This is an optimization exercise on Yosys and OpenROAD, whose aim is small area, not a production implementation.
In this exercise RTL edits were held to simulation tests only and were not proved equivalent to the original.
Power is estimated from default activity; no workload was simulated.

## flow/config.mk

```make
export PLATFORM = sky130hd
export DESIGN_NAME = ssl
export DESIGN_NICKNAME = ssl
export VERILOG_FILES = /design/flow/design.v
export SDC_FILE = /design/flow/constraint.sdc
export NUM_CORES = 4
export LEC_CHECK = 0
export CAP_MARGIN = 20
export CORE_MARGIN = 2
export CORE_UTILIZATION = 50
export SLEW_MARGIN = 20
export SYNTH_HIERARCHICAL = 1
export SYNTH_MINIMUM_KEEP_SIZE = 0
```

## flow/constraint.sdc

```tcl
create_clock -name core_clock -period 15.0 [get_ports {clk}]
set_input_delay 3.0000 -clock core_clock [delete_from_list [all_inputs] [get_ports {clk}]]
set_output_delay 3.0000 -clock core_clock [all_outputs]
set_load 0.01 [all_outputs]
```

## flow/design.v

```verilog
`timescale 1ns/100ps
module rst_synch(clk, erst, rst, ena);
    parameter RSTSIZE = 4;
    parameter ENASIZE = 2;
    input clk;
    input erst;
    output rst;
    output ena;
    reg [RSTSIZE+ENASIZE-1:0] buff;
    assign rst = buff[RSTSIZE-1];
    assign ena = ~buff[RSTSIZE+ENASIZE-1];
    always @ (posedge clk or negedge erst) begin
        if (!erst)
            buff <= {(RSTSIZE+ENASIZE){1'd0}};
        else begin
            buff[RSTSIZE+ENASIZE-1:1] <= buff[RSTSIZE+ENASIZE-2:0];
            buff[0] <= 1'd1;
        end
    end
endmodule
`timescale 1ns/100ps
module counter(clk, rst, ena, dout);
    parameter NDATA = 128;
    localparam NDATA_LOG = $clog2(NDATA);
    input clk;
    input rst;
    input ena;
    output reg [NDATA_LOG-1:0] dout;
    wire [NDATA_LOG-1:0] dout_next;
    assign dout_next = dout + {{(NDATA_LOG-1){1'd0}}, 1'd1};
    always @ (posedge clk or negedge rst) begin
        if (!rst)
            dout <= {NDATA_LOG{1'd0}};
        else
            if (!ena)
                dout <= dout_next;
    end
endmodule
`timescale 1ns/100ps
module shift_reg(din, clk, load, dout);
    input din;
    input clk;
    input load;
    output reg [127:0] dout;
    reg [127:0] hist;
    always @ (posedge clk) begin
        hist <= {hist[126:0], din};
        if (load)
            dout <= {hist[126:0], hist[127]};
    end
endmodule
`timescale 1ns/100ps
module serial_buff(din, clk, ph, doutA, doutB);
    input din;
    input clk;
    input ph;
    output reg [127:0] doutA;
    output reg [127:0] doutB;
    always @ (posedge clk) begin
        doutA <= {doutA[126:0], ph ? doutA[127] : din};
        doutB <= {doutB[126:0], ph ? din : doutB[127]};
    end
endmodule
`timescale 1ns/100ps
module input_buff(din, clk, rst, ena, dout);
    input [3:0] din;
    input clk;
    input rst;
    input ena;
    output [3:0] dout;
    reg [7:0] dinBuff;
    assign dout = dinBuff[7:4];
    always @ (posedge clk or negedge rst) begin
        if (!rst)
            dinBuff <= 8'd0;
        else if (!ena) begin
            dinBuff[7:4] <= dinBuff[3:0];
            dinBuff[3:0] <= din;
        end
    end
endmodule
`timescale 1ns/100ps
module bintree(din, dout);
    input [127:0] din;
    output [7:0] dout;
    wire n0;
    wire n1;
    wire n2;
    wire n3;
    wire n4;
    wire n5;
    wire n6;
    wire n7;
    wire n8;
    wire n9;
    wire n10;
    wire n11;
    wire n12;
    wire n13;
    wire n14;
    wire n15;
    wire n16;
    wire n17;
    wire n18;
    wire n19;
    wire n20;
    wire n21;
    wire n22;
    wire n23;
    wire n24;
    wire n25;
    wire n26;
    wire n27;
    wire n28;
    wire n29;
    wire n30;
    wire n31;
    wire n32;
    wire n33;
    wire n34;
    wire n35;
    wire n36;
    wire n37;
    wire n38;
    wire n39;
    wire n40;
    wire n41;
    wire n42;
    wire n43;
    wire n44;
    wire n45;
    wire n46;
    wire n47;
    wire n48;
    wire n49;
    wire n50;
    wire n51;
    wire n52;
    wire n53;
    wire n54;
    wire n55;
    wire n56;
    wire n57;
    wire n58;
    wire n59;
    wire n60;
    wire n61;
    wire n62;
    wire n63;
    wire n64;
    wire n65;
    wire n66;
    wire n67;
    wire n68;
    wire n69;
    wire n70;
    wire n71;
    wire n72;
    wire n73;
    wire n74;
    wire n75;
    wire n76;
    wire n77;
    wire n78;
    wire n79;
    wire n80;
    wire n81;
    wire n82;
    wire n83;
    wire n84;
    wire n85;
    wire n86;
    wire n87;
    wire n88;
    wire n89;
    wire n90;
    wire n91;
    wire n92;
    wire n93;
    wire n94;
    wire n95;
    wire n96;
    wire n97;
    wire n98;
    wire n99;
    wire n100;
    wire n101;
    wire n102;
    wire n103;
    wire n104;
    wire n105;
    wire n106;
    wire n107;
    wire n108;
    wire n109;
    wire n110;
    wire n111;
    wire n112;
    wire n113;
    wire n114;
    wire n115;
    wire n116;
    wire n117;
    wire n118;
    wire n119;
    wire n120;
    wire n121;
    wire n122;
    wire n123;
    wire n124;
    wire n125;
    wire n126;
    wire n127;
    wire n128;
    wire n129;
    wire n130;
    wire n131;
    wire n132;
    wire n133;
    wire n134;
    wire n135;
    wire n136;
    wire n137;
    wire n138;
    wire n139;
    wire n140;
    wire n141;
    wire n142;
    wire n143;
    wire n144;
    wire n145;
    wire n146;
    wire n147;
    wire n148;
    wire n149;
    wire n150;
    wire n151;
    wire n152;
    wire n153;
    wire n154;
    wire n155;
    wire n156;
    wire n157;
    wire n158;
    wire n159;
    wire n160;
    wire n161;
    wire n162;
    wire n163;
    wire n164;
    wire n165;
    wire n166;
    wire n167;
    wire n168;
    wire n169;
    wire n170;
    wire n171;
    wire n172;
    wire n173;
    wire n174;
    wire n175;
    wire n176;
    wire n177;
    wire n178;
    wire n179;
    wire n180;
    wire n181;
    wire n182;
    wire n183;
    wire n184;
    wire n185;
    wire n186;
    wire n187;
    wire n188;
    wire n189;
    wire n190;
    wire n191;
    wire n192;
    wire n193;
    wire n194;
    wire n195;
    wire n196;
    wire n197;
    wire n198;
    wire n199;
    wire n200;
    wire n201;
    wire n202;
    wire n203;
    wire n204;
    wire n205;
    wire n206;
    wire n207;
    wire n208;
    wire n209;
    wire n210;
    wire n211;
    wire n212;
    wire n213;
    wire n214;
    wire n215;
    wire n216;
    wire n217;
    wire n218;
    wire n219;
    wire n220;
    wire n221;
    wire n222;
    wire n223;
    wire n224;
    wire n225;
    wire n226;
    wire n227;
    wire n228;
    wire n229;
    wire n230;
    wire n231;
    wire n232;
    wire n233;
    wire n234;
    wire n235;
    wire n236;
    wire n237;
    wire n238;
    wire n239;
    wire n240;
    wire n241;
    wire n242;
    wire n243;
    wire n244;
    wire n245;
    wire n246;
    wire n247;
    wire n248;
    wire n249;
    wire n250;
    wire n251;
    wire n252;
    wire n253;
    fadd fa2 (.a(din[0]), .b(din[1]), .c(din[2]), .s(n0), .co(n1));
    fadd fa4 (.a(din[3]), .b(din[4]), .c(din[5]), .s(n2), .co(n3));
    fadd fa6 (.a(din[6]), .b(din[7]), .c(din[8]), .s(n4), .co(n5));
    fadd fa8 (.a(din[9]), .b(din[10]), .c(din[11]), .s(n6), .co(n7));
    fadd fa10 (.a(din[12]), .b(din[13]), .c(din[14]), .s(n8), .co(n9));
    fadd fa12 (.a(din[15]), .b(din[16]), .c(din[17]), .s(n10), .co(n11));
    fadd fa14 (.a(din[18]), .b(din[19]), .c(din[20]), .s(n12), .co(n13));
    fadd fa16 (.a(din[21]), .b(din[22]), .c(din[23]), .s(n14), .co(n15));
    fadd fa18 (.a(din[24]), .b(din[25]), .c(din[26]), .s(n16), .co(n17));
    fadd fa20 (.a(din[27]), .b(din[28]), .c(din[29]), .s(n18), .co(n19));
    fadd fa22 (.a(din[30]), .b(din[31]), .c(din[32]), .s(n20), .co(n21));
    fadd fa24 (.a(din[33]), .b(din[34]), .c(din[35]), .s(n22), .co(n23));
    fadd fa26 (.a(din[36]), .b(din[37]), .c(din[38]), .s(n24), .co(n25));
    fadd fa28 (.a(din[39]), .b(din[40]), .c(din[41]), .s(n26), .co(n27));
    fadd fa30 (.a(din[42]), .b(din[43]), .c(din[44]), .s(n28), .co(n29));
    fadd fa32 (.a(din[45]), .b(din[46]), .c(din[47]), .s(n30), .co(n31));
    fadd fa34 (.a(din[48]), .b(din[49]), .c(din[50]), .s(n32), .co(n33));
    fadd fa36 (.a(din[51]), .b(din[52]), .c(din[53]), .s(n34), .co(n35));
    fadd fa38 (.a(din[54]), .b(din[55]), .c(din[56]), .s(n36), .co(n37));
    fadd fa40 (.a(din[57]), .b(din[58]), .c(din[59]), .s(n38), .co(n39));
    fadd fa42 (.a(din[60]), .b(din[61]), .c(din[62]), .s(n40), .co(n41));
    fadd fa44 (.a(din[63]), .b(din[64]), .c(din[65]), .s(n42), .co(n43));
    fadd fa46 (.a(din[66]), .b(din[67]), .c(din[68]), .s(n44), .co(n45));
    fadd fa48 (.a(din[69]), .b(din[70]), .c(din[71]), .s(n46), .co(n47));
    fadd fa50 (.a(din[72]), .b(din[73]), .c(din[74]), .s(n48), .co(n49));
    fadd fa52 (.a(din[75]), .b(din[76]), .c(din[77]), .s(n50), .co(n51));
    fadd fa54 (.a(din[78]), .b(din[79]), .c(din[80]), .s(n52), .co(n53));
    fadd fa56 (.a(din[81]), .b(din[82]), .c(din[83]), .s(n54), .co(n55));
    fadd fa58 (.a(din[84]), .b(din[85]), .c(din[86]), .s(n56), .co(n57));
    fadd fa60 (.a(din[87]), .b(din[88]), .c(din[89]), .s(n58), .co(n59));
    fadd fa62 (.a(din[90]), .b(din[91]), .c(din[92]), .s(n60), .co(n61));
    fadd fa64 (.a(din[93]), .b(din[94]), .c(din[95]), .s(n62), .co(n63));
    fadd fa66 (.a(din[96]), .b(din[97]), .c(din[98]), .s(n64), .co(n65));
    fadd fa68 (.a(din[99]), .b(din[100]), .c(din[101]), .s(n66), .co(n67));
    fadd fa70 (.a(din[102]), .b(din[103]), .c(din[104]), .s(n68), .co(n69));
    fadd fa72 (.a(din[105]), .b(din[106]), .c(din[107]), .s(n70), .co(n71));
    fadd fa74 (.a(din[108]), .b(din[109]), .c(din[110]), .s(n72), .co(n73));
    fadd fa76 (.a(din[111]), .b(din[112]), .c(din[113]), .s(n74), .co(n75));
    fadd fa78 (.a(din[114]), .b(din[115]), .c(din[116]), .s(n76), .co(n77));
    fadd fa80 (.a(din[117]), .b(din[118]), .c(din[119]), .s(n78), .co(n79));
    fadd fa82 (.a(din[120]), .b(din[121]), .c(din[122]), .s(n80), .co(n81));
    fadd fa84 (.a(din[123]), .b(din[124]), .c(din[125]), .s(n82), .co(n83));
    fadd fa86 (.a(n0), .b(n2), .c(n4), .s(n84), .co(n85));
    fadd fa88 (.a(n6), .b(n8), .c(n10), .s(n86), .co(n87));
    fadd fa90 (.a(n12), .b(n14), .c(n16), .s(n88), .co(n89));
    fadd fa92 (.a(n18), .b(n20), .c(n22), .s(n90), .co(n91));
    fadd fa94 (.a(n24), .b(n26), .c(n28), .s(n92), .co(n93));
    fadd fa96 (.a(n30), .b(n32), .c(n34), .s(n94), .co(n95));
    fadd fa98 (.a(n36), .b(n38), .c(n40), .s(n96), .co(n97));
    fadd fa100 (.a(n42), .b(n44), .c(n46), .s(n98), .co(n99));
    fadd fa102 (.a(n48), .b(n50), .c(n52), .s(n100), .co(n101));
    fadd fa104 (.a(n54), .b(n56), .c(n58), .s(n102), .co(n103));
    fadd fa106 (.a(n60), .b(n62), .c(n64), .s(n104), .co(n105));
    fadd fa108 (.a(n66), .b(n68), .c(n70), .s(n106), .co(n107));
    fadd fa110 (.a(n72), .b(n74), .c(n76), .s(n108), .co(n109));
    fadd fa112 (.a(n78), .b(n80), .c(n82), .s(n110), .co(n111));
    fadd fa114 (.a(n1), .b(n3), .c(n5), .s(n112), .co(n113));
    fadd fa116 (.a(n7), .b(n9), .c(n11), .s(n114), .co(n115));
    fadd fa118 (.a(n13), .b(n15), .c(n17), .s(n116), .co(n117));
    fadd fa120 (.a(n19), .b(n21), .c(n23), .s(n118), .co(n119));
    fadd fa122 (.a(n25), .b(n27), .c(n29), .s(n120), .co(n121));
    fadd fa124 (.a(n31), .b(n33), .c(n35), .s(n122), .co(n123));
    fadd fa126 (.a(n37), .b(n39), .c(n41), .s(n124), .co(n125));
    fadd fa128 (.a(n43), .b(n45), .c(n47), .s(n126), .co(n127));
    fadd fa130 (.a(n49), .b(n51), .c(n53), .s(n128), .co(n129));
    fadd fa132 (.a(n55), .b(n57), .c(n59), .s(n130), .co(n131));
    fadd fa134 (.a(n61), .b(n63), .c(n65), .s(n132), .co(n133));
    fadd fa136 (.a(n67), .b(n69), .c(n71), .s(n134), .co(n135));
    fadd fa138 (.a(n73), .b(n75), .c(n77), .s(n136), .co(n137));
    fadd fa140 (.a(n79), .b(n81), .c(n83), .s(n138), .co(n139));
    fadd fa142 (.a(n84), .b(n86), .c(n88), .s(n140), .co(n141));
    fadd fa144 (.a(n90), .b(n92), .c(n94), .s(n142), .co(n143));
    fadd fa146 (.a(n96), .b(n98), .c(n100), .s(n144), .co(n145));
    fadd fa148 (.a(n102), .b(n104), .c(n106), .s(n146), .co(n147));
    fadd fa150 (.a(n108), .b(n110), .c(din[126]), .s(n148), .co(n149));
    fadd fa152 (.a(n85), .b(n87), .c(n89), .s(n150), .co(n151));
    fadd fa154 (.a(n91), .b(n93), .c(n95), .s(n152), .co(n153));
    fadd fa156 (.a(n97), .b(n99), .c(n101), .s(n154), .co(n155));
    fadd fa158 (.a(n103), .b(n105), .c(n107), .s(n156), .co(n157));
    fadd fa160 (.a(n109), .b(n111), .c(n112), .s(n158), .co(n159));
    fadd fa162 (.a(n114), .b(n116), .c(n118), .s(n160), .co(n161));
    fadd fa164 (.a(n120), .b(n122), .c(n124), .s(n162), .co(n163));
    fadd fa166 (.a(n126), .b(n128), .c(n130), .s(n164), .co(n165));
    fadd fa168 (.a(n132), .b(n134), .c(n136), .s(n166), .co(n167));
    fadd fa170 (.a(n113), .b(n115), .c(n117), .s(n168), .co(n169));
    fadd fa172 (.a(n119), .b(n121), .c(n123), .s(n170), .co(n171));
    fadd fa174 (.a(n125), .b(n127), .c(n129), .s(n172), .co(n173));
    fadd fa176 (.a(n131), .b(n133), .c(n135), .s(n174), .co(n175));
    fadd fa178 (.a(n140), .b(n142), .c(n144), .s(n176), .co(n177));
    fadd fa180 (.a(n146), .b(n148), .c(din[127]), .s(n178), .co(n179));
    fadd fa182 (.a(n141), .b(n143), .c(n145), .s(n180), .co(n181));
    fadd fa184 (.a(n147), .b(n149), .c(n150), .s(n182), .co(n183));
    fadd fa186 (.a(n152), .b(n154), .c(n156), .s(n184), .co(n185));
    fadd fa188 (.a(n158), .b(n160), .c(n162), .s(n186), .co(n187));
    fadd fa190 (.a(n164), .b(n166), .c(n138), .s(n188), .co(n189));
    fadd fa192 (.a(n151), .b(n153), .c(n155), .s(n190), .co(n191));
    fadd fa194 (.a(n157), .b(n159), .c(n161), .s(n192), .co(n193));
    fadd fa196 (.a(n163), .b(n165), .c(n167), .s(n194), .co(n195));
    fadd fa198 (.a(n168), .b(n170), .c(n172), .s(n196), .co(n197));
    fadd fa200 (.a(n174), .b(n137), .c(n139), .s(n198), .co(n199));
    fadd fa202 (.a(n169), .b(n171), .c(n173), .s(n200), .co(n201));
    fadd fa204 (.a(n177), .b(n179), .c(n180), .s(n202), .co(n203));
    fadd fa206 (.a(n182), .b(n184), .c(n186), .s(n204), .co(n205));
    fadd fa208 (.a(n181), .b(n183), .c(n185), .s(n206), .co(n207));
    fadd fa210 (.a(n187), .b(n189), .c(n190), .s(n208), .co(n209));
    fadd fa212 (.a(n192), .b(n194), .c(n196), .s(n210), .co(n211));
    fadd fa214 (.a(n191), .b(n193), .c(n195), .s(n212), .co(n213));
    fadd fa216 (.a(n197), .b(n199), .c(n200), .s(n214), .co(n215));
    fadd fa218 (.a(n202), .b(n204), .c(n188), .s(n216), .co(n217));
    fadd fa220 (.a(n203), .b(n205), .c(n206), .s(n218), .co(n219));
    fadd fa222 (.a(n208), .b(n210), .c(n198), .s(n220), .co(n221));
    fadd fa224 (.a(n207), .b(n209), .c(n211), .s(n222), .co(n223));
    fadd fa226 (.a(n212), .b(n214), .c(n175), .s(n224), .co(n225));
    fadd fa228 (.a(n213), .b(n215), .c(n201), .s(n226), .co(n227));
    fadd fa230 (.a(n217), .b(n218), .c(n220), .s(n228), .co(n229));
    fadd fa232 (.a(n219), .b(n221), .c(n222), .s(n230), .co(n231));
    fadd fa234 (.a(n223), .b(n225), .c(n226), .s(n232), .co(n233));
    fadd fa236 (.a(n229), .b(n230), .c(n224), .s(n234), .co(n235));
    fadd fa238 (.a(n235), .b(n231), .c(n232), .s(n236), .co(n237));
    fadd fa240 (.a(n237), .b(n233), .c(n227), .s(n238), .co(n239));
    hadd ha242 (.a(n176), .b(n178), .s(n240), .co(n241));
    hadd ha244 (.a(n216), .b(n241), .s(n242), .co(n243));
    hadd ha246 (.a(n228), .b(n243), .s(n244), .co(n245));
    hadd ha248 (.a(n234), .b(n245), .s(n246), .co(n247));
    hadd ha250 (.a(n236), .b(n247), .s(n248), .co(n249));
    hadd ha252 (.a(n238), .b(n249), .s(n250), .co(n251));
    hadd ha254 (.a(n239), .b(n251), .s(n252), .co(n253));
    assign dout = {n253, n252, n250, n248, n246, n244, n242, n240};
endmodule
module fadd(a, b, c, s, co);
    input a, b, c;
    output s, co;
    assign s = a ^ b ^ c;
    assign co = (a & b) | (a & c) | (b & c);
endmodule
module hadd(a, b, s, co);
    input a, b;
    output s, co;
    assign s = a ^ b;
    assign co = a & b;
endmodule
`timescale 1ns/100ps
module xcorr_proc(dinA, dinB0, dinB1, sel, seln, dout);
    input [127:0] dinA;
    input [127:0] dinB0;
    input [127:0] dinB1;
    input sel;
    input seln;
    output [7:0] dout;
    wire [127:0] nprod;
    genvar i;
    generate
        for (i = 0; i < 128; i = i + 1) begin: gbit
            xcorr_bit xcorrBitInst (
                .a (dinA[i]),
                .b0 (dinB0[i]),
                .b1 (dinB1[i]),
                .s (sel),
                .sn (seln),
                .y (nprod[i])
            );
        end
    endgenerate
    bintree bintreeInst (
        .din (nprod),
        .dout (dout)
    );
endmodule
module xcorr_bit(a, b0, b1, s, sn, y);
    input a, b0, b1, s, sn;
    output y;
    assign y = ~(a & (b1 | sn) & (b0 | s));
endmodule
`timescale 1ns/100ps
module proc_array(dinRef, din, clk, rst, ph, phn, first, inwin, lag, cnt0,
                  valid, dout);
    input [127:0] dinRef;
    input din;
    input clk;
    input rst;
    input ph;
    input phn;
    input first;         
    input inwin;         
    input [6:0] lag;     
    input cnt0;          
    input valid;         
    output reg [6:0] dout;
    wire [127:0] dinSigA;
    wire [127:0] dinSigB;
    wire [7:0] score;
    reg [7:0] best;
    reg [6:0] bestId;
    serial_buff serialBuffInst (
        .din (din),
        .clk (clk),
        .ph (ph),
        .doutA (dinSigA),
        .doutB (dinSigB)
    );
    xcorr_proc xcorrProcInst (
        .dinA (dinRef),
        .dinB0 (dinSigB),
        .dinB1 (dinSigA),
        .sel (ph),
        .seln (phn),
        .dout (score)
    );
    always @ (posedge clk) begin
        if (first | (inwin & (score < best))) begin
            best <= score;
            bestId <= lag;
        end
    end
    always @ (posedge clk or negedge rst) begin
        if (!rst)
            dout <= 7'd0;
        else if (cnt0)
            dout <= valid ? bestId : 7'd0;
    end
endmodule
`timescale 1ns/100ps
module output_lut(din, dout);
    input [6:0] din;
    output reg [20:0] dout;
    always @ (*) begin
        case (din)
            7'd0: dout = 21'b100000000100001000000;
            7'd1: dout = 21'b100000000000000010000;
            7'd2: dout = 21'b100000000000000000000;
            7'd3: dout = 21'b100000000000001111000;
            7'd4: dout = 21'b100000000000000000010;
            7'd5: dout = 21'b100000000000000010010;
            7'd6: dout = 21'b100000000000000010010;
            7'd7: dout = 21'b100000000000000011001;
            7'd8: dout = 21'b100000000000000110000;
            7'd9: dout = 21'b100000000000000100100;
            7'd10: dout = 21'b100000000000001111001;
            7'd11: dout = 21'b100000000000001000000;
            7'd12: dout = 21'b100000011110000010000;
            7'd13: dout = 21'b100000011110000000000;
            7'd14: dout = 21'b100000011110001111000;
            7'd15: dout = 21'b100000011110000000010;
            7'd16: dout = 21'b100000011110000010010;
            7'd17: dout = 21'b100000011110000011001;
            7'd18: dout = 21'b100000011110000110000;
            7'd19: dout = 21'b100000011110000100100;
            7'd20: dout = 21'b100000011110001111001;
            7'd21: dout = 21'b100000011110001111001;
            7'd22: dout = 21'b100000011110001000000;
            7'd23: dout = 21'b100000000000100010000;
            7'd24: dout = 21'b100000000000100000000;
            7'd25: dout = 21'b100000000000101111000;
            7'd26: dout = 21'b100000000000100000010;
            7'd27: dout = 21'b100000000000100010010;
            7'd28: dout = 21'b100000000000100011001;
            7'd29: dout = 21'b100000000000100110000;
            7'd30: dout = 21'b100000000000100100100;
            7'd31: dout = 21'b100000000000101111001;
            7'd32: dout = 21'b100000000100100010000;
            7'd33: dout = 21'b100000000100100000000;
            7'd34: dout = 21'b100000000100101111000;
            7'd35: dout = 21'b100000000100100000010;
            7'd36: dout = 21'b100000000100100010010;
            7'd37: dout = 21'b100000000100100011001;
            7'd38: dout = 21'b100000000100100110000;
            7'd39: dout = 21'b100000000100100100100;
            7'd40: dout = 21'b100000000100101111001;
            7'd41: dout = 21'b100000000110010010000;
            7'd42: dout = 21'b100000000110010000000;
            7'd43: dout = 21'b100000000110011111000;
            7'd44: dout = 21'b100000000110010000010;
            7'd45: dout = 21'b100000000110010011001;
            7'd46: dout = 21'b100000000110010110000;
            7'd47: dout = 21'b100000000110010100100;
            7'd48: dout = 21'b100000000110011000000;
            7'd49: dout = 21'b100000001100000010000;
            7'd50: dout = 21'b100000001100001111000;
            7'd51: dout = 21'b100000001100000000010;
            7'd52: dout = 21'b100000001100000011001;
            7'd53: dout = 21'b100000001100000110000;
            7'd54: dout = 21'b100000001100001111001;
            7'd55: dout = 21'b100000001001000010000;
            7'd56: dout = 21'b100000001001001111000;
            7'd57: dout = 21'b100000001001000010010;
            7'd58: dout = 21'b100000001001000110000;
            7'd59: dout = 21'b100000001001001111001;
            7'd60: dout = 21'b100000011110010000000;
            7'd61: dout = 21'b100000011110010011001;
            7'd62: dout = 21'b100000011110011000000;
            7'd63: dout = 21'b100000010000001000000;
            7'd64: dout = 21'b100000010000001000000;
            7'd65: dout = 21'b111100100000001000000;
            7'd66: dout = 21'b111100111110001000000;
            7'd67: dout = 21'b111100100000100000010;
            7'd68: dout = 21'b111100100000100100100;
            7'd69: dout = 21'b111100100100100010000;
            7'd70: dout = 21'b111100100100101111000;
            7'd71: dout = 21'b111100100100100010010;
            7'd72: dout = 21'b111100100100100110000;
            7'd73: dout = 21'b111100100100101111001;
            7'd74: dout = 21'b111100100110010010000;
            7'd75: dout = 21'b111100100110011111000;
            7'd76: dout = 21'b111100100110010000010;
            7'd77: dout = 21'b111100100110010011001;
            7'd78: dout = 21'b111100100110010110000;
            7'd79: dout = 21'b111100100110011111001;
            7'd80: dout = 21'b111100100110011000000;
            7'd81: dout = 21'b111100101100000000000;
            7'd82: dout = 21'b111100101100001111000;
            7'd83: dout = 21'b111100101100000000010;
            7'd84: dout = 21'b111100101100000011001;
            7'd85: dout = 21'b111100101100000110000;
            7'd86: dout = 21'b111100101100000100100;
            7'd87: dout = 21'b111100101100001111001;
            7'd88: dout = 21'b111100101001000010000;
            7'd89: dout = 21'b111100101001000000000;
            7'd90: dout = 21'b111100101001001111000;
            7'd91: dout = 21'b111100101001000000010;
            7'd92: dout = 21'b111100101001000010010;
            7'd93: dout = 21'b111100101001000011001;
            7'd94: dout = 21'b111100101001000110000;
            7'd95: dout = 21'b111100101001000100100;
            7'd96: dout = 21'b111100101001001111001;
            7'd97: dout = 21'b111100111110010010000;
            7'd98: dout = 21'b111100111110010000000;
            7'd99: dout = 21'b111100111110011111000;
            7'd100: dout = 21'b111100111110010000010;
            7'd101: dout = 21'b111100111110010010010;
            7'd102: dout = 21'b111100111110010011001;
            7'd103: dout = 21'b111100111110010110000;
            7'd104: dout = 21'b111100111110010100100;
            7'd105: dout = 21'b111100111110011111001;
            7'd106: dout = 21'b111100111110011000000;
            7'd107: dout = 21'b111100110000000010000;
            7'd108: dout = 21'b111100110000000010000;
            7'd109: dout = 21'b111100110000000000000;
            7'd110: dout = 21'b111100110000001111000;
            7'd111: dout = 21'b111100110000000000010;
            7'd112: dout = 21'b111100110000000010010;
            7'd113: dout = 21'b111100110000000011001;
            7'd114: dout = 21'b111100110000000110000;
            7'd115: dout = 21'b111100110000000100100;
            7'd116: dout = 21'b111100110000001111001;
            7'd117: dout = 21'b111100110000001000000;
            7'd118: dout = 21'b100000000100000010000;
            7'd119: dout = 21'b100000000100000000000;
            7'd120: dout = 21'b100000000100001111000;
            7'd121: dout = 21'b100000000100000000010;
            7'd122: dout = 21'b100000000100000010010;
            7'd123: dout = 21'b100000000100000010010;
            7'd124: dout = 21'b100000000100000011001;
            7'd125: dout = 21'b100000000100000110000;
            7'd126: dout = 21'b100000000100000100100;
            7'd127: dout = 21'b100000000100001111001;
            default: dout = 21'd0;
        endcase
    end
endmodule
`timescale 1ns/100ps
module output_proc(din, clk, rst, load, dout);
    input [6:0] din;
    input clk;
    input rst;
    input load;
    output [20:0] dout;
    reg [6:0] idx;
    reg loaded;
    wire [20:0] seg;
    output_lut outputLutInst (
        .din (idx),
        .dout (seg)
    );
    assign dout = loaded ? seg : 21'd1;
    always @ (posedge clk or negedge rst) begin
        if (!rst)
            loaded <= 1'b0;
        else if (load)
            loaded <= 1'b1;
    end
    always @ (posedge clk) begin
        if (load)
            idx <= din;
    end
endmodule
`timescale 1ns/100ps
module ssl(clk, erst, din, dIdA, dIdB, dIdC, dSsA);
    input clk;
    input erst;
    input [3:0] din;
    output [6:0] dIdA;
    output [6:0] dIdB;
    output [6:0] dIdC;
    output [20:0] dSsA;
    wire rst;
    wire ena;
    wire [6:0] cntin;
    wire [3:0] dline;
    wire [127:0] dinRef;
    reg ph;
    reg valid0, valid1;
    rst_synch #(4, 2) rstSynchInst (
        .clk (clk),
        .erst (erst),
        .rst (rst),
        .ena (ena)
    );
    counter #(128) counterInst (
        .clk (clk),
        .rst (rst),
        .ena (ena),
        .dout (cntin)
    );
    input_buff inputBuffInst (
        .din (din),
        .clk (clk),
        .rst (rst),
        .ena (ena),
        .dout (dline)
    );
    always @ (posedge clk or negedge rst) begin
        if (!rst) begin
            ph <= 1'b0;
            valid0 <= 1'b0;
            valid1 <= 1'b0;
        end
        else if (cntin == 7'd127) begin
            ph <= ~ph;
            valid0 <= 1'b1;
            valid1 <= valid0;
        end
    end
    wire cnt0 = (cntin == 7'd0);
    wire first = (cntin == 7'd1);
    wire inwin = (cntin != 7'd0) && (cntin < 7'd125);
    wire [6:0] lag = cntin - 7'd1;
    shift_reg refInst (
        .din (dline[0]),
        .clk (clk),
        .load (cnt0),
        .dout (dinRef)
    );
    proc_array procArrayA (
        .dinRef (dinRef), .din (dline[1]), .clk (clk), .rst (rst),
        .ph (ph), .phn (~ph), .first (first), .inwin (inwin), .lag (lag),
        .cnt0 (cnt0), .valid (valid1), .dout (dIdA)
    );
    proc_array procArrayB (
        .dinRef (dinRef), .din (dline[2]), .clk (clk), .rst (rst),
        .ph (ph), .phn (~ph), .first (first), .inwin (inwin), .lag (lag),
        .cnt0 (cnt0), .valid (valid1), .dout (dIdB)
    );
    proc_array procArrayC (
        .dinRef (dinRef), .din (dline[3]), .clk (clk), .rst (rst),
        .ph (ph), .phn (~ph), .first (first), .inwin (inwin), .lag (lag),
        .cnt0 (cnt0), .valid (valid1), .dout (dIdC)
    );
    output_proc outputProcA (
        .din (dIdA),
        .clk (clk),
        .rst (rst),
        .load (cntin == 7'd4),
        .dout (dSsA)
    );
endmodule
```

## flow/flow/run.sh

```bash
#!/bin/bash
# Own layout flow: the standard synthesis, then the standard ORFS layout
# with these changes (settings in flow/knobs.sh):
#  * combinational cells in the synthesized netlist start at their smallest
#    drive strength (downsize.py); repair_design and repair_timing size up
#    whatever needs it;
#  * floorplan removes synthesis buffers instead of sizing on wire-load
#    estimates (REMOVE_ABC_BUFFERS);
#  * the port buffers are the smallest buffer cell;
#  * CTS uses the clock buffer and clustering in knobs.sh and no dummy loads.
set -euo pipefail
R=orfs/results/${FLOW_PLATFORM}/ssl/base
source flow/knobs.sh

bash standard.sh synth > synth.log 2>&1
cp $R/1_2_yosys.v synth_netlist.v
python3 flow/downsize.py $R/1_2_yosys.v > downsize.log 2>&1

CTS="-sink_clustering_enable -repair_clock_nets -dont_use_dummy_load"
CTS="$CTS -buf_list $CTS_BUF $CTS_EXTRA"
bash standard.sh REMOVE_ABC_BUFFERS=1 "CTS_ARGS=$CTS" \
    "BUFFER_PORTS_ARGS=-buffer_cell sky130_fd_sc_hd__buf_1" \
    $EXTRA_VARS finish > layout.log 2>&1
```

## flow/flow/downsize.py

```python
#!/usr/bin/env python3
"""Rewrite a sky130hd gate-level netlist so that every combinational cell is
the smallest drive strength of its function (same cell family, same pins).
Flip-flops, tie cells and clock cells are left alone."""
import re
import sys

LIB = '/OpenROAD-flow-scripts/flow/platforms/sky130hd/lib/sky130_fd_sc_hd__tt_025C_1v80.lib'
DONT = ('probe', 'lpflow', 'df', 'sdf', 'edf', 'dl', 'conb', 'clk', 'tap',
        'fill', 'decap', 'diode', 'mux4')


def areas():
    t = open(LIB).read()
    res = {}
    for m in re.finditer(r'\n\s*cell\s*\(\s*"?(\w+)"?\s*\)', t):
        a = re.search(r'area\s*:\s*([\d.]+)', t[m.end():m.end() + 5000])
        if a:
            res[m.group(1)] = float(a.group(1))
    return res


def main(path):
    area = areas()
    fam = {}
    for c in area:
        m = re.match(r'(sky130_fd_sc_hd__\w+?)_(\d+)$', c)
        if m:
            fam.setdefault(m.group(1), []).append(c)
    best = {}
    for base, cells in fam.items():
        if any(k in base[len('sky130_fd_sc_hd__'):] for k in DONT):
            continue
        small = min(cells, key=lambda c: (area[c], int(c.rsplit('_', 1)[1])))
        for c in cells:
            if c != small and area[c] > area[small]:
                best[c] = small
    text = open(path).read()
    count = {}

    def sub(m):
        c = m.group(1)
        if c in best:
            count[c] = count.get(c, 0) + 1
            return best[c] + m.group(2)
        return m.group(0)

    text = re.sub(r'\b(sky130_fd_sc_hd__\w+)(\s+\S+\s*\()', sub, text)
    open(path, 'w').write(text)
    for c, n in sorted(count.items()):
        print('%5d %s -> %s' % (n, c, best[c]))


if __name__ == '__main__':
    main(sys.argv[1])
```

## flow/flow/knobs.sh

```bash
CTS_BUF=sky130_fd_sc_hd__clkbuf_8
CTS_EXTRA="-sink_clustering_size 18 -sink_clustering_max_diameter 50"
EXTRA_VARS=""
```

## flow/standard.sh

```bash
#!/bin/bash
# synth_recipe.tcl (not shown) runs the flow's synth.tcl, then flattens the netlist and writes it again
# the make line also repeats each setting of config.mk as NAME=value (left out here)
make -C /OpenROAD-flow-scripts/flow DESIGN_CONFIG=/design/flow/config.mk WORK_HOME=/design/flow/orfs CLKGATE_MAP_FILE= SYNTH_SCRIPT=/design/flow/synth_recipe.tcl "${@:-finish}"
```

==> impl_metrics.ini, run 1 <==
[outcome]
status = complete, no violations

[timing]
hold_viol = 0
clock_skew_ns = 0.0871
rsz0062_at_grt = no
final-setup-viol-count = 0
worst_slew_pin_slew_ns = 1.05
slew_violations = 0
timing.hold.ws_ns = 0.284
fmax_mhz = 95.8
finalSetupTns_ns = 0
period_share_pct = 69.6
maxSlewHeadroom_pct = 30.1
post-route-min-period_ns = 10.44

[floorplan]
fp.dieH_um = 282
die_area_um2 = 79600
core_area_um2 = 76300
die_w_um = 282
initial_core_util_pct = 50.7
rows = 101
top_level_ports = 48

[pwr]
clkPwrFrac_pct = 25.6
leakage_nw = 12.5
pwr-share-seq_pct = 62.3
power_switching_mw = 1.48
p_per_area_nw_per_um2 = 137
p_int_mw = 4.20
ir_drop_uv = 112
swShare_pct = 26.0
combPwrFrac_pct = 12.1

[global_routing]
grt_start_max_net_pins = 152
grt_pass1_wl_um = 129000
grt_antenna_before_repair = 1
grt_pass1_vias = 21600
grt_usage_pct = 21.2
grt_overflow = 0

[critical_path]
crit_arrival_ns = 10.81
critical_path_peak_fanout = 103
worst_path_max_delay_cell = buf_4
path_class = register to register
required_ns = 15.37
crit_chain = buf_4, buf_4, o221ai_1, fa_1, fa_1, fa_1, fa_1, fa_1, fa_1, fa_1, fa_1, fa_1, fa_1, ha_1, ha_1, ha_1, a21o_1, a211oi_1, a2bb2oi_1, buf_4
start_kind = register
cp-end-kind = register
r2r_slack_ns = 4.56
cpMostUsedCell = fa_1
max_stage_delay_ns = 0.91

[flow_run]
timing.max_cap.violations = 0

[clock_network]
cts_tree = done
cts_hold_buf = 0
post_cts_buffers = 0
clk_pin_slew_ns = 0.10
cts-root-buf = clkbuf_8
htreeDepth = 3
cts_buffers = 96
clkSinkCount = 1122
clockBufferDepth = 3
clk_latency_ns = 0.72
cts_resized = 0

[layout]
area_delta_synth_final_pct = 6.86
utilization_pct = 54.2
final_nets = 2947
drive_gt1_share_pct = 5.16
final.fill_count = 6295
multi_input_area_um2 = 13700
seqCellArea_um2 = 24500

[routing]
vias_per_cell = 5.72
drc_errors = 0
vias = 20300
antenna_left = 0
routedWlPerCell_um = 23.2
wl_um = 82300
drtIter0Drc = 1637
drt_first_pass_iters = 7

[placed_design]
port_buffers = 45
hpwl_um = 59600
place.gp.congestion = 0.887

[logic_synthesis]
ys_warn_count = 15
syn_area_um2 = 38700
synth.avg_cell_area_um2 = 15.9
syn_inst = 2434

[min_path]
hp-class = register to register
sequential cells by signal, summed over array words and instances, names as in the netlist, 128 cells and up:
register,count
procArrayC.serialBuffInst.doutA,128
refInst.dout,128
procArrayB.serialBuffInst.doutB,128
procArrayA.serialBuffInst.doutB,128
refInst.hist,128
procArrayA.serialBuffInst.doutA,128
procArrayB.serialBuffInst.doutA,128
procArrayC.serialBuffInst.doutB,128
placed cells by master (no fill, tap or decap), types with 4 or more instances in the layout:
master / n
xor2_1: 5
a22oi_1: 4
o21ai_0: 45
and2_1: 13
xnor2_1: 7
ha_1: 59
o221ai_1: 386
edfxtp_1: 180
mux2i_1: 6
and3_1: 5
nor3_1: 5
o211ai_1: 7
fa_1: 360
mux2_2: 7
dfxtp_1: 896
or2_2: 5
a31oi_1: 8
dfrtp_1: 44
nand2_1: 30
conb_1: 4
nand4_1: 4
a21o_1: 4
o22ai_1: 6
a2bb2oi_1: 4
and4_1: 4
a21oi_1: 27
nor2b_1: 10
and2_0: 11
nand3_1: 34
a211oi_1: 11
buf_1: 45
mux2_1: 9
nand2b_1: 13
o31ai_1: 4
clkbuf_8: 96
nor3b_1: 4
inv_1: 55
buf_4: 15
nor2_1: 31
path summary, 6_finish.rpt:
path	to	cells past startpoint	startpoint
max in group asynchronous	rstSynchInst.buff[3]	1	erst
setup / recovery	procArrayC.bestId[2]	20	ph
hold reg to reg	refInst.hist[57]	0	refInst.hist[56]
hold / removal	refInst.hist[57]	0	refInst.hist[56]
setup reg to reg	procArrayC.bestId[2]	20	ph
min in group asynchronous	inputBuffInst.dinBuff[4]	0	rstSynchInst.buff[3]
power groups by stage:
| stage | Clock, mW | Combinational, mW | Sequential [mW] |
|---|---|---|---|
| CTS | 1.51 | 0.703 | 3.54 |
| finish | 1.45 | 0.689 | 3.54 |
| global route | 1.61 | 0.777 | 3.56 |
| detailed placement | 0 | 0.699 | 3.61 |
| global placement | 0 | 0.680 | 3.60 |
| floorplan | 0 | 0.444 | 3.57 |
per-stage QoR:
stage / setup slack (ns) / instance area [um2] / instances / total power, mW
2_1_floorplan: -9.96 / 38400 / 2363 / 4.02
3_3_place_gp: 4.65 / 40000 / 3454 / 4.28
3_5_place_dp: 4.58 / 40000 / 3454 / 4.30
4_1_cts: 4.49 / 41300 / 3550 / 5.75
5_1_grt: 4.01 / 41300 / 3551 / 5.95
6_report: 4.56 / 41300 / 3551 / 5.68
area by class of cell:
cell class,instances,share of cell area (%)
Timing Repair Buffer,61,0.708
Clock buffer,96,3.20
Multi-Input combinational cell,1183,33.2
Inverter,58,0.545
Sequential cell,1122,59.3
Tap cell,1030,3.12
Antenna cell,1,0.00605
worst max-delay path, delay by kind of cell (launching register included):
kind	cells	cell delay, ns
AOI/OAI and AO/OA	4	1.27
adders and majority gates	13	6.01
buffers and inverters	3	1.89
DFF	1	0.80
per-layer routing:
| layer | part of all wire, % | track usage, % |
|---|---|---|
| met5 | 0 | 0 |
| met4 | 1.9 | 4.64 |
| met3 | 3.8 | 3.10 |
| met2 | 49 | 35.1 |
| met1 | 46 | 30.0 |
==> inputs of run 2 (changes only) <==
==> flow/flow/knobs.sh (replaced) <==
CTS_BUF=sky130_fd_sc_hd__clkbuf_4
CTS_EXTRA="-sink_clustering_size 11 -sink_clustering_max_diameter 40"
EXTRA_VARS=""
==> impl_metrics.ini, run 2 <==
[routing]
wl_um = 82600
drc_errors = 0
routedWlPerCell_um = 22.9
drt_first_pass_iters = 5
vias_per_cell = 5.72
antenna_left = 0
drtIter0Drc = 1628
vias = 20600

[critical_path]
cpMostUsedCell = fa_1
cp-end-kind = register
crit_start = ph
crit_buf_inv = 3
path_delay_family = adder cells
worst_path_max_delay_cell = buf_4
start_kind = register
max_stage_delay_ns = 0.91
rr_startpoint = ph
required_ns = 15.68
path_class = register to register
crit_arrival_ns = 11.13
critical_path_peak_fanout = 103
crit_chain = buf_4, buf_4, o221ai_1, fa_1, fa_1, fa_1, fa_1, fa_1, fa_1, fa_1, fa_1, fa_1, fa_1, ha_1, ha_1, ha_1, a21o_1, a211oi_1, a2bb2oi_1, buf_4

[clock_network]
clk_latency_ns = 1.02
htreeDepth = 4
cts-root-buf = clkbuf_4
cts_hold_buf = 0
post_cts_buffers = 0
cts_resized = 0
clk_pin_slew_ns = 0.11
cts_buffers = 141
cts_tree = done
clockBufferDepth = 3
clkSinkCount = 1122

[timing]
worst_slew_pin_slew_ns = 1.06
final-setup-viol-count = 0
worst_slack_ns = 4.55
slew_violations = 0
timing.hold.ws_ns = 0.253
post-route-min-period_ns = 10.45
rsz0062_at_grt = no
period_share_pct = 69.7
hold_viol = 0
fmax_mhz = 95.7
clock_skew_ns = 0.105
maxSlewHeadroom_pct = 29.0

[global_routing]
grt_usage_pct = 21.6
grt_pass1_vias = 21900
grt_overflow = 0
grt_start_max_net_pins = 152
grt_pass1_wl_um = 130000
grt_antenna_before_repair = 2

[placed_design]
dpl.cell_count = 3454
port_buffers = 45
place.gp.congestion = 0.887
hpwl_um = 59600
place_ws_ns = 4.58

[floorplan]
initial_core_util_pct = 50.7
core_area_um2 = 76300
die_w_um = 282
fp.dieH_um = 282
top_level_ports = 48
rows = 101
die_area_um2 = 79600

[layout]
drive_gt1_share_pct = 6.82
final.fill_count = 6353
final_common_cell = dfxtp_1
area_delta_synth_final_pct = 6.20
final_cell_mix = dfxtp_1, o221ai_1, fa_1
final_cells = 3600
final_nets = 2992

[min_path]
hp-class = register to register
min_from = procArrayB.serialBuffInst.doutB[10]

[logic_synthesis]
syn_inst = 2434
ys_warn_count = 15
syn_area_um2 = 38700
synth.avg_cell_area_um2 = 15.9

[flow_run]
timing.max_cap.violations = 0

[outcome]
status = complete, no violations

[pwr]
leakage_nw = 12.5
p_per_area_nw_per_um2 = 135
ir_drop_uv = 114
[run 2: final timing paths]
path / to / slack, ns / cells after the start
max in group asynchronous: rstSynchInst.buff[3] / 12.89 / 1
min in group asynchronous: procArrayA.dout[3] / 0.41 / 0
min reg2reg: procArrayB.serialBuffInst.doutB[11] / 0.25 / 0
max reg2reg: procArrayB.best[7] / 4.55 / 20
min: procArrayB.serialBuffInst.doutB[11] / 0.25 / 0
max: procArrayB.best[7] / 4.55 / 20
[run 2: routing by layer]
| metal | part of all wire (%) | track usage (%) | vias up |
|---|---|---|---|
| met2 | 48 | 34.9 | 489 |
| met4 | 1.9 | 6.62 | 0 |
| met3 | 5.0 | 3.92 | 122 |
| li1 | - | - | 9303 |
| met1 | 45 | 30.0 | 10700 |
| met5 | 0 | 0 | - |
[run 2: layout make-up]
type / instances / area (um2) / area share (%)
diodes: 5 / 12.5 / 0.0305
clock buffers: 141 / 1060 / 2.58
inverters: 58 / 225 / 0.548
multi-input cells: 1183 / 13700 / 33.4
flip-flops and latches: 1122 / 24500 / 59.6
well taps: 1030 / 1290 / 3.14
repair buffers: 61 / 293 / 0.713
[run 2: worst reg2reg max path, cell delays in order (launching register included)]
cell and delay (ns):
dfrtp_4 0.80, buf_4 0.73, buf_4 0.92, o221ai_1 0.37
fa_1 0.68, fa_1 0.52, fa_1 0.49, fa_1 0.53
fa_1 0.54, fa_1 0.45, fa_1 0.46, fa_1 0.46
fa_1 0.48, fa_1 0.50, ha_1 0.22, ha_1 0.30
ha_1 0.33, a21o_1 0.16, a211oi_1 0.23, a2bb2oi_1 0.66
buf_4 0.30
[run 2: stage by stage]
step           area (um2)  util (%)  power (mW)  TNS, ns
2_1_floorplan       38400         -        4.02  -624.09
3_3_place_gp        40000      52.4        4.28        0
3_5_place_dp        40000      52.4        4.30        0
4_1_cts             41100      53.8        5.63        0
5_1_grt             41100      53.8        5.84        0
6_report            41100      53.8        5.55        0
[run 2: report_power, final]
| group | internal (mW) | switching, mW | total, mW |
|---|---|---|---|
| Clock | 0.433 | 0.892 | 1.32 |
| Combinational | 0.226 | 0.460 | 0.686 |
| Sequential | 3.41 | 0.128 | 3.54 |
==> inputs of run 3 (changes only) <==
--- a/flow/config.mk
+++ b/flow/config.mk
@@ -7,7 +7,7 @@
 export LEC_CHECK = 0
 export CAP_MARGIN = 20
 export CORE_MARGIN = 2
-export CORE_UTILIZATION = 50
+export CORE_UTILIZATION = 65
 export SLEW_MARGIN = 20
 export SYNTH_HIERARCHICAL = 1
 export SYNTH_MINIMUM_KEEP_SIZE = 0
==> impl_metrics.ini, run 3 <==
[routing]
drc_errors = 0
routedWlPerCell_um = 23.7
drt_first_pass_iters = 5
wl_um = 79100
drtIter0Drc = 1294
vias = 20500
vias_per_cell = 6.15
antenna_left = 0

[pwr]
p_per_area_nw_per_um2 = 137
leakage_nw = 12.4
ir_drop_uv = 140

[critical_path]
cp-end-kind = register
start_kind = register
cpMostUsedCell = fa_1
crit_arrival_ns = 11.41
required_ns = 15.70
max_stage_delay_ns = 0.82
path_class = register to register
worst_path_max_delay_cell = inv_8
crit_chain = buf_12, inv_8, buf_12, o221ai_1, fa_1, fa_1, fa_1, fa_1, fa_1, fa_1, fa_1, fa_1, fa_1, fa_1, ha_1, ha_1, ha_1, a21o_1, a211oi_1, a2bb2oi_2, buf_4
critical_path_peak_fanout = 208

[placed_design]
hpwl_um = 56800
port_buffers = 45
dpl.cell_count = 3194
dpl_cell_area_um2 = 39700
place.gp.congestion = 0.884

[timing]
maxSlewHeadroom_pct = 24.3
worst_slew_pin_slew_ns = 1.14
post-route-min-period_ns = 10.70
rsz0062_at_grt = no
hold_viol = 0
period_share_pct = 71.4
clock_skew_ns = 0.119
fmax_mhz = 93.4
final-setup-viol-count = 0
slew_violations = 0

[logic_synthesis]
synth.avg_cell_area_um2 = 15.9
syn_area_um2 = 38700
ys_warn_count = 15
syn_inst = 2434

[flow_run]
timing.max_cap.violations = 0

[clock_network]
clk_pin_slew_ns = 0.10
cts_tree = done
cts_hold_buf = 0
clk_latency_ns = 1.01
cts_resized = 0
clkSinkCount = 1122
cts-root-buf = clkbuf_4
htreeDepth = 4
post_cts_buffers = 0
cts_buffers = 134
clockBufferDepth = 3

[layout]
final_nets = 2982
area_delta_synth_final_pct = 5.26
final_cells = 3335
fin_area_um2 = 40700
drive_gt1_share_pct = 6.50
utilization_pct = 69.1
final_common_cell = dfxtp_1
final_cell_mix = dfxtp_1, o221ai_1, fa_1
final.fill_count = 4106

[global_routing]
grt_pass1_wl_um = 124000
grt_antenna_before_repair = 2
grt_pass1_vias = 21500
grt_usage_pct = 27.0
grt_start_max_net_pins = 209
grt_overflow = 0

[floorplan]
core_area_um2 = 58900
top_level_ports = 48
initial_core_util_pct = 65.7
die_w_um = 248
die_area_um2 = 61500
fp.dieH_um = 248
rows = 89

[outcome]
status = complete, no violations

[min_path]
hp-class = register to register
-- run 3: cell count changes in the layout (fill, tap and decap cells not counted), sizes merged --
cell    before  now
buf         61   58
clkbuf     141  134
diode        5    7
-- run 3: final timing paths --
check | depth (start not counted) | from | endpoint | slack (ns)
min in group asynchronous | 0 | rstSynchInst.buff[3] | inputBuffInst.dinBuff[2] | 0.41
min | 0 | refInst.hist[119] | refInst.hist[120] | 0.25
max | 21 | ph | procArrayB.bestId[5] | 4.30
max in group asynchronous | 1 | erst | rstSynchInst.buff[2] | 12.92
max reg2reg | 21 | ph | procArrayB.bestId[5] | 4.30
min reg2reg | 0 | refInst.hist[119] | refInst.hist[120] | 0.25
-- run 3: stage by stage --
| step | setup WS [ns] | hold WS (ns) | total power, mW | TNS (ns) |
|---|---|---|---|---|
| floorplan | -9.96 | 0.327 | 4.02 | -624.09 |
| global placement | 4.31 | 0.327 | 4.31 | 0 |
| detailed placement | 4.51 | 0.332 | 4.35 | 0 |
| CTS | 4.46 | 0.235 | 5.61 | 0 |
| global route | 3.92 | 0.232 | 5.83 | 0 |
| finish | 4.30 | 0.251 | 5.57 | 0 |
-- run 3: power by group --
group          total [mW]  internal [mW]  switching (mW)
clock                1.29          0.412           0.876
sequential           3.54           3.41           0.129
combinational       0.743          0.232           0.511
-- run 3: layout make-up --
cell class / count / area (um2) / area share (%)
sequential: 1122 / 24500 / 60.2
multi-input combinational: 1183 / 13700 / 33.7
clock buffer: 134 / 1010 / 2.47
tap: 773 / 967 / 2.38
timing repair buffer: 58 / 292 / 0.716
inverter: 58 / 225 / 0.553
antenna: 7 / 17.5 / 0.0430
-- run 3: layer usage --
metal,global-route usage (%),vias up,wire length (um)
met1,38.2,10600,35500
met5,0,-,0
met2,42.3,468,37700
met4,10.1,0,2510
li1,-,9279,-
met3,4.74,150,3430
-- run 3: critical path, delay by kind of cell, from the launching register on --
| kind | cells | cell delay (ns) |
|---|---|---|
| AOI/OAI and AO/OA | 4 | 1.45 |
| adders and majority gates | 13 | 5.88 |
| buffers and inverters | 4 | 2.03 |
| DFF | 1 | 0.49 |
==> inputs of run 4 (changes only) <==
==> flow/flow/knobs.sh (replaced) <==
CTS_BUF=sky130_fd_sc_hd__clkbuf_4
CTS_EXTRA="-sink_clustering_size 9 -sink_clustering_max_diameter 40"
EXTRA_VARS=""
--- a/flow/config.mk
+++ b/flow/config.mk
@@ -7,7 +7,7 @@
 export LEC_CHECK = 0
 export CAP_MARGIN = 20
 export CORE_MARGIN = 2
-export CORE_UTILIZATION = 65
+export CORE_UTILIZATION = 50
 export SLEW_MARGIN = 20
 export SYNTH_HIERARCHICAL = 1
 export SYNTH_MINIMUM_KEEP_SIZE = 0
==> impl_metrics.ini, run 4 <==
[routing]
routedWlPerCell_um = 22.9
drt_first_pass_iters = 5
antenna_left = 0
vias_per_cell = 5.71
wl_um = 82900
drc_errors = 0
vias = 20700
drtIter0Drc = 1637

[floorplan]
rows = 101
die_area_um2 = 79600
die_w_um = 282
initial_core_util_pct = 50.7
core_area_um2 = 76300
top_level_ports = 48
fp.dieH_um = 282

[layout]
final_cells = 3615
drive_gt1_share_pct = 7.36
final_cell_mix = dfxtp_1, o221ai_1, fa_1
utilization_pct = 54.0
final_common_cell = dfxtp_1
area_delta_synth_final_pct = 6.49
final_nets = 3007

[clock_network]
clk_latency_ns = 1.05
cts_hold_buf = 0
clockBufferDepth = 3
htreeDepth = 4
cts_buffers = 156
clkSinkCount = 1122
post_cts_buffers = 0
cts-root-buf = clkbuf_4
cts_tree = done
clk_pin_slew_ns = 0.09
cts_resized = 0

[timing]
slew_violations = 0
post-route-min-period_ns = 10.40
rsz0062_at_grt = no
worst_slack_ns = 4.60
timing.hold.ws_ns = 0.250
worst_slew_pin_slew_ns = 1.06
fmax_mhz = 96.2
final-setup-viol-count = 0
hold_viol = 0
period_share_pct = 69.3
clock_skew_ns = 0.137
maxSlewHeadroom_pct = 29.2

[pwr]
p_per_area_nw_per_um2 = 136
leakage_nw = 12.5
power.total_mw = 5.60
ir_drop_uv = 114

[critical_path]
path_class = register to register
cp-end-kind = register
start_kind = register
required_ns = 15.68
crit_arrival_ns = 11.08
critical_path_peak_fanout = 103

[logic_synthesis]
syn_inst = 2434
synth.avg_cell_area_um2 = 15.9
syn_area_um2 = 38700
ys_warn_count = 15

[global_routing]
grt_pass1_vias = 22200
grt_overflow = 0
grt_antenna_before_repair = 3
grt_usage_pct = 21.7
grt_start_max_net_pins = 152
grt_pass1_wl_um = 130000

[flow_run]
timing.max_cap.violations = 0

[placed_design]
dpl.cell_count = 3454
place.gp.congestion = 0.887
place_ws_ns = 4.58
port_buffers = 45
hpwl_um = 59600

[outcome]
status = complete, no violations

[min_path]
hp-class = register to register
==> run 4: area by class of cell <==
| class | instances | area, um2 |
|---|---|---|
| fill | 6360 | 35100 |
| sequential | 1122 | 24500 |
| multi-input combinational | 1183 | 13700 |
| tap | 1030 | 1290 |
| clock buffer | 156 | 1170 |
| timing repair buffer | 61 | 293 |
| inverter | 58 | 225 |
| antenna | 5 | 12.5 |
==> run 4: path summary, 6_finish.rpt <==
kind,startpoint,end,slack (ns),cells after the start
min in group asynchronous,rstSynchInst.buff[3],inputBuffInst.dinBuff[4],0.38,0
max in group asynchronous,erst,rstSynchInst.buff[3],12.86,1
worst min-delay path,procArrayB.serialBuffInst.doutA[89],procArrayB.serialBuffInst.doutA[90],0.25,0
worst max register to register,ph,procArrayA.bestId[4],4.60,20
worst min register to register,procArrayB.serialBuffInst.doutA[89],procArrayB.serialBuffInst.doutA[90],0.25,0
worst max-delay path,ph,procArrayA.bestId[4],4.60,20
==> run 4: critical path, cell delays in order (launching register included) <==
cell,delay (ns)
dfrtp_4,0.80
buf_4,0.67
buf_4,0.90
o221ai_1,0.34
fa_1,0.57
fa_1,0.50
fa_1,0.57
fa_1,0.55
fa_1,0.60
fa_1,0.45
fa_1,0.41
fa_1,0.47
fa_1,0.47
fa_1,0.54
ha_1,0.23
ha_1,0.30
ha_1,0.34
a21o_1,0.17
a211oi_1,0.30
a2bb2oi_1,0.47
buf_4,0.31
==> run 4: per-stage QoR <==
stage,cell area (um2),setup TNS [ns]
after floorplan,38400,-624.09
after global routing,41200,0
after global placement,40000,0
after detailed placement,40000,0
final,41200,0
after CTS,41200,0
==> run 4: power by group <==
group | total, mW | internal, mW | switching, mW
combinational | 0.687 | 0.226 | 0.460
clock | 1.38 | 0.477 | 0.905
sequential | 3.54 | 3.41 | 0.128
total | 5.60 | 4.11 | 1.49
==> run 4: per-layer routing <==
layer / track usage [%] / part of all wire (%) / vias up
li1: - / - / 9350
met1: 28.9 / 43 / 10600
met2: 34.1 / 48 / 528
met3: 5.40 / 5.8 / 166
met4: 8.85 / 3.2 / 2
met5: 0 / 0.011 / -

## afterwards: timing with drivers on the ports
In the flow no input, the clock included, has a driving cell. The finished layouts below were timed again as built, in two steps.
Step 1, drivers: a clkbuf_16 drives clk and a buf_2 each remaining input, both assumed.
Step 2 moves the port delays by t, midway between the first and last clock arrival at a register: inputs arrive t later, outputs are due t later. That takes back most of the time a late clock gives input paths.
a / b / c = ideal / step 1 / step 2; a / b = the first two.
| run | t (ns) | setup slack, ns | worst setup path after step 2 | clock arrival spread, ns | worst register clock-pin slew, ns |
|---|---|---|---|---|---|
| run 1 | 0.734 | 4.563 / 4.563 / 4.563 | register to register | 0.101 / 0.100 | 0.11 / 0.11 |
| run 2 | 1.024 | 4.550 / 4.550 / 4.550 | register to register | 0.108 / 0.108 | 0.12 / 0.12 |
| run 3 | 1.016 | 4.296 / 4.296 / 4.296 | register to register | 0.126 / 0.126 | 0.12 / 0.12 |
| run 4 | 1.038 | 4.602 / 4.602 / 4.602 | register to register | 0.137 / 0.137 | 0.10 / 0.10 |
After both steps every run listed still meets setup and hold.
